What follows belongs to an exercise in optimizing a design on an open flow for small area, a short achievable clock period and few clock cycles per item; a production flow would make more cautious choices. Where RTL was checked, it was by simulation tests only, not by an equivalence proof against the original. No activity file was given, so power comes from the tool's default toggle rates.

Design SQRTLOG, start of the top module:
module SQRTLOG #(parameter NBITS = 20, M = 10, N = 10)
              (input logic clock, reset,
               input logic [1:0] op,
               input logic [NBITS-1:0] data_in,
               output logic done,
               output logic [NBITS-1:0] data_out);
  logic [16:0] w;
  logic [9:0]  f;
  logic [4:0]  ext;
  logic [16:0] r;
  assign f   = w[9:0];
  assign ext = w[14:10];
  assign r   = w;
  logic [1:0]  pr;      
  logic [1:0]  opr;     
  logic [3:0]  cnt;     
  logic [19:0] n16, n8, n4, n2, n1;
  logic [4:0]  lz;
  always_comb begin
    lz[4] = ~|data_in[19:4];
    n16   = lz[4] ? {data_in[3:0], 16'd0} : data_in;
    lz[3] = ~|n16[19:12];
    n8    = lz[3] ? {n16[11:0], 8'd0} : n16;
    lz[2] = ~|n8[19:16];
    n4    = lz[2] ? {n8[15:0], 4'd0} : n8;
    lz[1] = ~|n4[19:18];
    n2    = lz[1] ? {n4[17:0], 2'd0} : n4;
    lz[0] = ~n2[19];
    n1    = lz[0] ? {n2[18:0], 1'b0} : n2;
  end
  logic [9:0] f0;
  assign f0 = n1[18:9];                         
  logic [4:0] lzp;
  always_comb begin
    lzp = 5'd31;
    for (int i = 0; i < 20; i++)
      if (data_in[i]) lzp = 5'(19 - i);
  end
  logic [24:0] a0;
  logic [13:0] t308, t710;
  logic [14:0] te;
  always_comb begin
    case (lzp)
  ...
Size in the first run: roughly 1200 cells after synthesis, ~45 flip-flops, roughly 45 I/O pins.
clock: 8.0 ns
lec_check: 0
cap_margin: 20
core_margin: 2
core_utilization: 40
setup_slack_margin: 3.8
slew_margin: 20
standard.sh (not shown) runs the stock make flow with config.mk's settings and CLKGATE_MAP_FILE= SYNTH_SCRIPT=/design/flow/synth_recipe.tcl, a recipe that flattens the netlist after the stock synthesis.
==> flow/flow/run.sh <==
#!/bin/bash
cp standard.sh standard_sh.log
export BUFFER_PORTS_ARGS="-buffer_cell sky130_fd_sc_hd__buf_2"
bash standard.sh > standard.log 2>&1
Testbench counts at the start, summed over its fixed seeds: cycles 17,952, ops 1,920.
==> next run, changes <==
==> flow/run.sh (new file) <==
#!/bin/bash
# synth_recipe.tcl (not shown) runs the flow's synth.tcl, then flattens the netlist and writes it again
# the make line also repeats each setting of config.mk as NAME=value (left out here)
make -C /OpenROAD-flow-scripts/flow DESIGN_CONFIG=/design/flow/config.mk WORK_HOME=/design/flow/orfs CLKGATE_MAP_FILE= SYNTH_SCRIPT=/design/flow/synth_recipe.tcl finish
Settings changed: SETUP_SLACK_MARGIN 3.8 to 3.
removed: flow/flow/run.sh
removed: flow/standard.sh
Outcome: Count of clock-buffer cells in the layout stays the same. Area after synthesis stays the same. Total power is lower by 13%. Wire length falls by 6.5%.
==> next run, changes <==
Settings changed: CAP_MARGIN 20 to 0, SETUP_SLACK_MARGIN 3 to 3.5, SLEW_MARGIN 20 to 0.
What happened:
- clock-buffer cell count grows by 1
- global-route usage grows by 0.63 points
- die area does not change
- sequential share of layout area goes down by 0.39 points
==> next run, changes <==
Settings changed: CAP_MARGIN 0 to 20, CORE_UTILIZATION 40 to 60, PLACE_DENSITY set to 0.7, SLEW_MARGIN 0 to 20.
Die area came out lower by 33%. Cell area came out lower by 1.2%. Worst setup slack got worse by 0.075 ns. Total power climbs by 2.3%. Critical path depth rose by 3. Non-clock buffer count goes up by 1.


Setup of job 7131:
SQRTLOG again, from the RTL that the note above started with.
==> flow/config.mk <==
export PLATFORM = sky130hd
export DESIGN_NAME = SQRTLOG
export DESIGN_NICKNAME = SQRTLOG
export VERILOG_FILES = /design/flow/design.v
export SDC_FILE = /design/flow/constraint.sdc
export NUM_CORES = 4
export LEC_CHECK = 0
export CAP_MARGIN = 20
export CORE_MARGIN = 2
export CORE_UTILIZATION = 40
export SETUP_SLACK_MARGIN = 3.5
export SLEW_MARGIN = 20
==> flow/constraint.sdc <==
create_clock -name core_clock -period 8.0 [get_ports {clock}]
set_input_delay 1.6000 -clock core_clock [delete_from_list [all_inputs] [get_ports {clock}]]
set_output_delay 1.6000 -clock core_clock [all_outputs]
set_load 0.01 [all_outputs]
==> flow/flow/run.sh <==
#!/bin/bash
cp standard.sh standard_sh.log
export BUFFER_PORTS_ARGS="-buffer_cell sky130_fd_sc_hd__buf_2"
bash standard.sh > standard.log 2>&1
Job 7131 ended with every stage complete and zero timing, DRC or antenna violations.
Testbench counts of job 7131, summed over its fixed seeds: cycles 17,952, ops 1,920.
## Diff of input files: job 7958 against job 7131
- SETUP_SLACK_MARGIN: 3.5 -> 4.5
==> flow/run.sh (new file) <==
#!/bin/bash
# synth_recipe.tcl (not shown) runs the flow's synth.tcl, then flattens the netlist and writes it again
# the make line also repeats each setting of config.mk as NAME=value (left out here)
make -C /OpenROAD-flow-scripts/flow DESIGN_CONFIG=/design/flow/config.mk WORK_HOME=/design/flow/orfs CLKGATE_MAP_FILE= SYNTH_SCRIPT=/design/flow/synth_recipe.tcl finish
removed: flow/flow/run.sh
removed: flow/standard.sh
Compared with job 7131, job 7958 shows a higher worst-case setup margin in the final layout.
Going from job 7131 to job 7958, critical path depth went up; multi-input combinational cell count went up.
in -> reg as the type of the worst setup path was reported by job 7131, and reg -> reg by job 7958.
Edits applied to the flow inputs when going from job 7958 to job 6858:
- an added TNS_END_PERCENT of 10
- a change of SETUP_SLACK_MARGIN from 4.5 to 3.5
--- outcome ---
Met2 global-route usage (job 6858 over job 7958): decrease, 6.4 points
Job 6858 vs job 7958 on transition time of the tightest slew-check pin: job 6858 is the lower one.
Of job 7958 and job 6858, the higher post-route fraction of the period consumed by the critical path belongs to job 6858.
Job 6858 vs. job 7958: total buffers and inverters traversed by the critical path lower; portion of total power attributed to combinational logic lower; utilization lower; portion of total power attributed to the clock network higher.
Comparing largest fanout on the critical path for job 7958 and job 6858, the smaller number came from job 7958.
#### Input delta (job 1509 over job 6858)
- a deleted TNS_END_PERCENT that had been 10
==> summary.txt <==
- Looking at part of the cycle the worst path needs, job 1509 sits 1.5 points lower than job 6858 does.
- Compared with job 6858, job 1509 shows total power draw that has gone up by a few percent.
- Job 1509 vs job 6858: wire length of the first global-routing pass down slightly
- Diff job 6858 -> job 1509: relative contribution of the clock network to total power went up; area share of buffers outside the clock network increased by 1.0 points relative to the old numbers.
- The lower non-clock buffer count of job 1509 and job 6858 is in job 6858.
- Job 1509 reports its worst setup path category as in -> reg while job 6858 reports reg -> reg.
- The total number of cells along the worst setup path of job 1509 falls short of that of job 6858 by 4.
- Summary of job 1509 over job 6858: combinational fraction of design power +0.9 points; worst setup slack +0.12 ns.
### job 1509 -> job 6973
- SETUP_SLACK_MARGIN changed from 3.5 to 4.2
==> flow/flow/run.sh (new file) <==
#!/bin/bash
cp standard.sh standard_sh.log
export BUFFER_PORTS_ARGS="-buffer_cell sky130_fd_sc_hd__buf_2"
bash standard.sh > standard.log 2>&1
==> flow/standard.sh (new file) <==
#!/bin/bash
# synth_recipe.tcl (not shown) runs the flow's synth.tcl, then flattens the netlist and writes it again
# the make line also repeats each setting of config.mk as NAME=value (left out here)
make -C /OpenROAD-flow-scripts/flow DESIGN_CONFIG=/design/flow/config.mk WORK_HOME=/design/flow/orfs CLKGATE_MAP_FILE= SYNTH_SCRIPT=/design/flow/synth_recipe.tcl "${@:-finish}"
removed: flow/run.sh
- Summary of job 6973 over job 1509: sequential share of layout area went down by 1.4 points, via count increased by 6.3% relative to the old numbers.
- Clock period minus final worst setup slack in job 6973 vs job 1509: down 0.012 ns
- Job 1509 → job 6973: total routed wire length on the met1 layer has increased; maximum fanout encountered on the critical timing path has decreased; net switching power has increased.
Edits applied to the flow inputs when going from job 6973 to job 9931:
- SETUP_SLACK_MARGIN changed from 4.2 to 4
==> flow/run.sh (new file) <==
#!/bin/bash
# synth_recipe.tcl (not shown) runs the flow's synth.tcl, then flattens the netlist and writes it again
# the make line also repeats each setting of config.mk as NAME=value (left out here)
make -C /OpenROAD-flow-scripts/flow DESIGN_CONFIG=/design/flow/config.mk WORK_HOME=/design/flow/orfs CLKGATE_MAP_FILE= SYNTH_SCRIPT=/design/flow/synth_recipe.tcl finish
removed: flow/flow/run.sh
removed: flow/standard.sh
## What came out
- The lower number of antenna violations at the first check in global routing of job 6973 and job 9931 is in job 6973.
- Job 9931: first-pass iteration count of the detailed router is 2 lower than what job 6973 reported.
- Delta (job 9931 minus job 6973): part of the power in combinational logic shrank by 0.9 points; slew of the pin with the lowest slew margin went up.
- Relative contribution of sequential cells to total power: job 9931 vs job 6973 up 0.8 points
- Detailed-route wire length on metal 1 (job 6973 / job 9931): 1.06
- Measured against each other, job 6973 and job 9931 differ in met3 global-route usage, the higher figure coming from job 9931.
- On met2 demand-to-capacity share in global routing, the lower figure sits with job 9931, not job 6973.
- Total wire length after detailed routing (job 9931 over job 6973): decrease, 1300 um
- Between job 9931 and job 6973, the count of placed standard cells including taps does not differ in any meaningful way.


Setup of lane 5:
Another version of the RTL of SQRTLOG (not shown whole).
Size: ~1100 cells after synthesis, ~45 flip-flops, ~0.0082 mm² of cells after synthesis.
## SQRTLOG
module SQRTLOG #(parameter NBITS = 20, M = 10, N = 10)
              (input logic clock, reset,
               input logic [1:0] op,
               input logic [NBITS-1:0] data_in,
               output logic done,
               output logic [NBITS-1:0] data_out);
  logic [16:0] w;
  logic [9:0]  f;
  logic [4:0]  ext;
  logic [16:0] r;
  assign f   = w[9:0];
  assign ext = w[14:10];
  assign r   = w;
  logic [1:0]  pr;      
  logic [1:0]  opr;     
  logic [3:0]  cnt;     
  logic [19:0] n16, n8, n4, n2, n1;
  logic [4:0]  lz;
  always_comb begin
    lz[4] = ~|data_in[19:4];
    n16   = lz[4] ? {data_in[3:0], 16'd0} : data_in;
    lz[3] = ~|n16[19:12];
    n8    = lz[3] ? {n16[11:0], 8'd0} : n16;
    lz[2] = ~|n8[19:16];
    n4    = lz[2] ? {n8[15:0], 4'd0} : n8;
    lz[1] = ~|n4[19:18];
    n2    = lz[1] ? {n4[17:0], 2'd0} : n4;
    lz[0] = ~n2[19];
    n1    = lz[0] ? {n2[18:0], 1'b0} : n2;
  end
  logic [9:0] f0;
  assign f0 = n1[18:9];                         
  logic [4:0] lzp;
  always_comb begin
    lzp = 5'd31;
    for (int i = 0; i < 20; i++)
      if (data_in[i]) lzp = 5'(19 - i);
  end
  logic [24:0] a0;
  logic [13:0] t308, t710;
  always_comb begin
    case (lzp)
      5'd0: begin t308 = 14'h0ad4; t710 = 14'h18f6; end
      5'd1: begin t308 = 14'h09a0; t710 = 14'h1630; end
      5'd2: begin t308 = 14'h086c; t710 = 14'h136a; end
      5'd3: begin t308 = 14'h0738; t710 = 14'h10a4; end
      5'd4: begin t308 = 14'h0604; t710 = 14'h0dde; end
  ...
export LEC_CHECK = 0
export CAP_MARGIN = 20
export CORE_MARGIN = 2
export CORE_UTILIZATION = 40
export SETUP_SLACK_MARGIN = 3.5
export SLEW_MARGIN = 20
create_clock -name core_clock -period 8.0 [get_ports {clock}]
run.sh (not shown) runs the stock make flow with config.mk's settings and CLKGATE_MAP_FILE= SYNTH_SCRIPT=/design/flow/synth_recipe.tcl, a recipe that flattens the netlist after the stock synthesis.
Stock flow here: none of the scripts above is used.
Lane 5 did not stop at any stage, and its layout met the timing, design-rule and antenna checks.
The inputs of lane 4 differ from those of lane 5 as listed below.
# lane 5
export LEC_CHECK = 0
export CAP_MARGIN = 20
export CORE_MARGIN = 2
export CORE_UTILIZATION = 40
export SETUP_SLACK_MARGIN = 3.5
export SLEW_MARGIN = 20
create_clock -name core_clock -period 8.0 [get_ports {clock}]
# lane 4
export LEC_CHECK = 0
export CAP_MARGIN = 20
export CORE_MARGIN = 2
export CORE_UTILIZATION = 40
export SETUP_SLACK_MARGIN = 3
export SLEW_MARGIN = 20
create_clock -name core_clock -period 8.0 [get_ports {clock}]
Results
- Going from lane 5 to lane 4, the minimum clock period after layout was found to have gone up by 0.29 ns.
- Routed wire length came out lower on lane 4 than on lane 5.
- Lane 5 was routed with more vias than lane 4.
- Relative to lane 5, share of power burned in combinational logic has decreased by 3.9 points in lane 4.
- Lane 4 against lane 5: area of the die now sits at about the same level, total of plain and repair buffers excluding clock buffers now sits lower.
No run of this note included a check of the RTL's function; only the layout flow was run.


Setup of exp/delta:
SQRTLOG, a different RTL version from the one above (not shown whole).
Size: ~45 flip-flops, roughly 8300 um2 of cells after synthesis.
// SQRTLOG
module SQRTLOG #(parameter NBITS = 20, M = 10, N = 10)
              (input logic clock, reset,
               input logic [1:0] op,
               input logic [NBITS-1:0] data_in,
               output logic done,
               output logic [NBITS-1:0] data_out);
clock: 8.0 ns
lec_check: 0
cap_margin: 20
core_margin: 2
core_utilization: 40
setup_slack_margin: 3.4
slew_margin: 20
Testbench counts of exp/delta, summed over its fixed seeds: cycles 17,952, ops 1,920.
--- input diff exp/delta..exp/ember ---
- setting TNS_END_PERCENT to 10 for the first time
- changing SETUP_SLACK_MARGIN from 3.4 to 3.5
==> comparison <==
- exp/ember vs exp/delta: design area up slightly
- exp/delta -> exp/ember: register fraction of the total cell area flat
- Core util | exp/ember vs exp/delta | exp/ember higher
- Post-layout minimum cycle time: exp/ember vs exp/delta down 0.016 ns
- Diff exp/ember..exp/delta | via count | negligible
- Power in exp/ember is 0.10 mW higher than in exp/delta
- Taking exp/delta as the reference point, the final worst setup slack of exp/ember rises by 0.016 ns.
- Part of the total power dissipated in the clock network for exp/ember is higher than for exp/delta.
- Going from exp/delta to exp/ember, length of routed met2 wiring higher; global-route track usage on met2 down 0.90 points.
#### Input delta (exp/harbor over exp/ember)
- a deleted TNS_END_PERCENT that had been 10
## What came out
exp/ember → exp/harbor: biggest fanout along the worst timing path lost 2; final critical delay including setup and external delays lost 0.059 ns; routing usage on met3 neither gained nor lost much.
exp/harbor vs exp/ember: fraction of the cycle the final worst path needs down
The inputs of exp/maple differ from those of exp/harbor as listed below.
- a change of SETUP_SLACK_MARGIN from 3.5 to 3.6
Notes after the runs:
exp/maple has completed all stages; timing, DRC and antenna checks passed.
exp/maple and exp/harbor ended up with nearly the same power of the clock network.
Of exp/maple and exp/harbor, exp/harbor shows the lower maximum frequency, with exp/maple above it.
In exp/maple relative to exp/harbor, met3 layer wire length in the routed design had gone up by more than 10%.
Compared to exp/harbor, exp/maple leaves more free space in the core.
exp/maple and exp/harbor ended up with nearly the same fraction of standard cell area in multi-input logic.
From exp/harbor to exp/maple the numbers moved as follows: design area moved down; final critical-path share of the clock period down 0.72 points.


== indigo ==
SQRTLOG, a different RTL version from the one above (not shown whole).
Size: roughly 1000 cells after synthesis, about 45 flip-flops.
make LEC_CHECK=0 CAP_MARGIN=20 CORE_MARGIN=2 CORE_UTILIZATION=40 SETUP_SLACK_MARGIN=2.5 SLEW_MARGIN=20 finish   # period 8.0 ns
indigo: no failed stages, no open violations at the end
Testbench counts of indigo, summed over its fixed seeds: cycles 19,259, ops 1,920.
For garnet, these inputs were changed with respect to indigo:
- SETUP_SLACK_MARGIN: 2.5 -> 3
Findings:
Setup WNS indigo -> garnet: better
Diff indigo..garnet | standard cell area after detailed placement | negligible
Capture point of the critical path: data_out[18] -> garnet, data_out[9] -> indigo
Share of total power consumed by net switching, garnet and indigo, lower one = garnet.
diff inputs: garnet => tundra
- SETUP_SLACK_MARGIN: 3 -> 4
==> summary.txt <==
Launching element of the worst setup path: data_in[16] -> garnet, w[9] -> tundra. tundra gives less clock share of power than garnet did. Taking garnet as the reference, in tundra shortest period the worst path allows now smaller, end-of-flow core utilization now larger. Re total design power: tundra is 0.97 mW up on garnet. Diff garnet -> tundra: peak ir drop on the vdd network saw an increase; critical path depth rose 2. When tundra is measured against garnet, its number of fillers in the final layout turns out 125 lower.

-- port drivers added, routing unchanged --
The results above use ideal ports. As a check the final layouts listed here were re-extracted and re-timed, cells and wires unchanged.
Step 1 sets driving cells, clkbuf_16 on the clock port and buf_2 on the other inputs (assumed; they add their load-dependent delay and slew).
Step 2 also shifts input and output timing later by t, the mid clock arrival at the registers, as if the neighbouring blocks saw the same clock.
Three values: ideal ports, drivers, drivers and shift; two values: the first two.
run | t (ns) | setup WS [ns] | clock arrival spread, ns
the first run of note 1 | 0.338 | 3.664 / 3.664 / 3.565 | 0.008 / 0.008
the second run of note 1 | 0.332 | 3.216 / 3.236 / 2.905 | 0.010 / 0.011
the third run of note 1 | 0.338 | 3.675 / 3.680 / 3.358 | 0.008 / 0.009
the fourth run of note 1 | 0.329 | 3.600 / 3.618 / 3.293 | 0.014 / 0.014
job 7131 | 0.331 | 3.553 / 3.575 / 3.244 | 0.009 / 0.010
job 7958 | 0.330 | 3.785 / 3.785 / 3.785 | 0.012 / 0.012
job 6858 | 0.343 | 3.554 / 3.554 / 3.306 | 0.010 / 0.009
job 1509 | 0.338 | 3.675 / 3.680 / 3.358 | 0.008 / 0.009
job 6973 | 0.331 | 3.687 / 3.687 / 3.687 | 0.006 / 0.006
job 9931 | 0.351 | 3.639 / 3.639 / 3.639 | 0.014 / 0.014
lane 5 | 0.345 | 3.376 / 3.376 / 3.231 | 0.004 / 0.004
lane 4 | 0.337 | 3.083 / 3.083 / 2.813 | 0.011 / 0.011
exp/delta | 0.325 | 3.537 / 3.551 / 3.226 | 0.005 / 0.004
exp/ember | 0.341 | 3.553 / 3.575 / 3.234 | 0.008 / 0.008
exp/harbor | 0.329 | 3.612 / 3.631 / 3.302 | 0.002 / 0.002
exp/maple | 0.332 | 3.670 / 3.670 / 3.416 | 0.004 / 0.005
indigo | 0.343 | 2.630 / 2.650 / 2.307 | 0.018 / 0.017
garnet | 0.344 | 3.094 / 3.115 / 2.772 | 0.011 / 0.011
tundra | 0.334 | 3.347 / 3.347 / 3.130 | 0.010 / 0.010
After both steps every run listed still meets setup and hold. The setup slack of indigo, which loses most, moves by +0.020 ns with the drivers and by -0.323 ns with both steps.
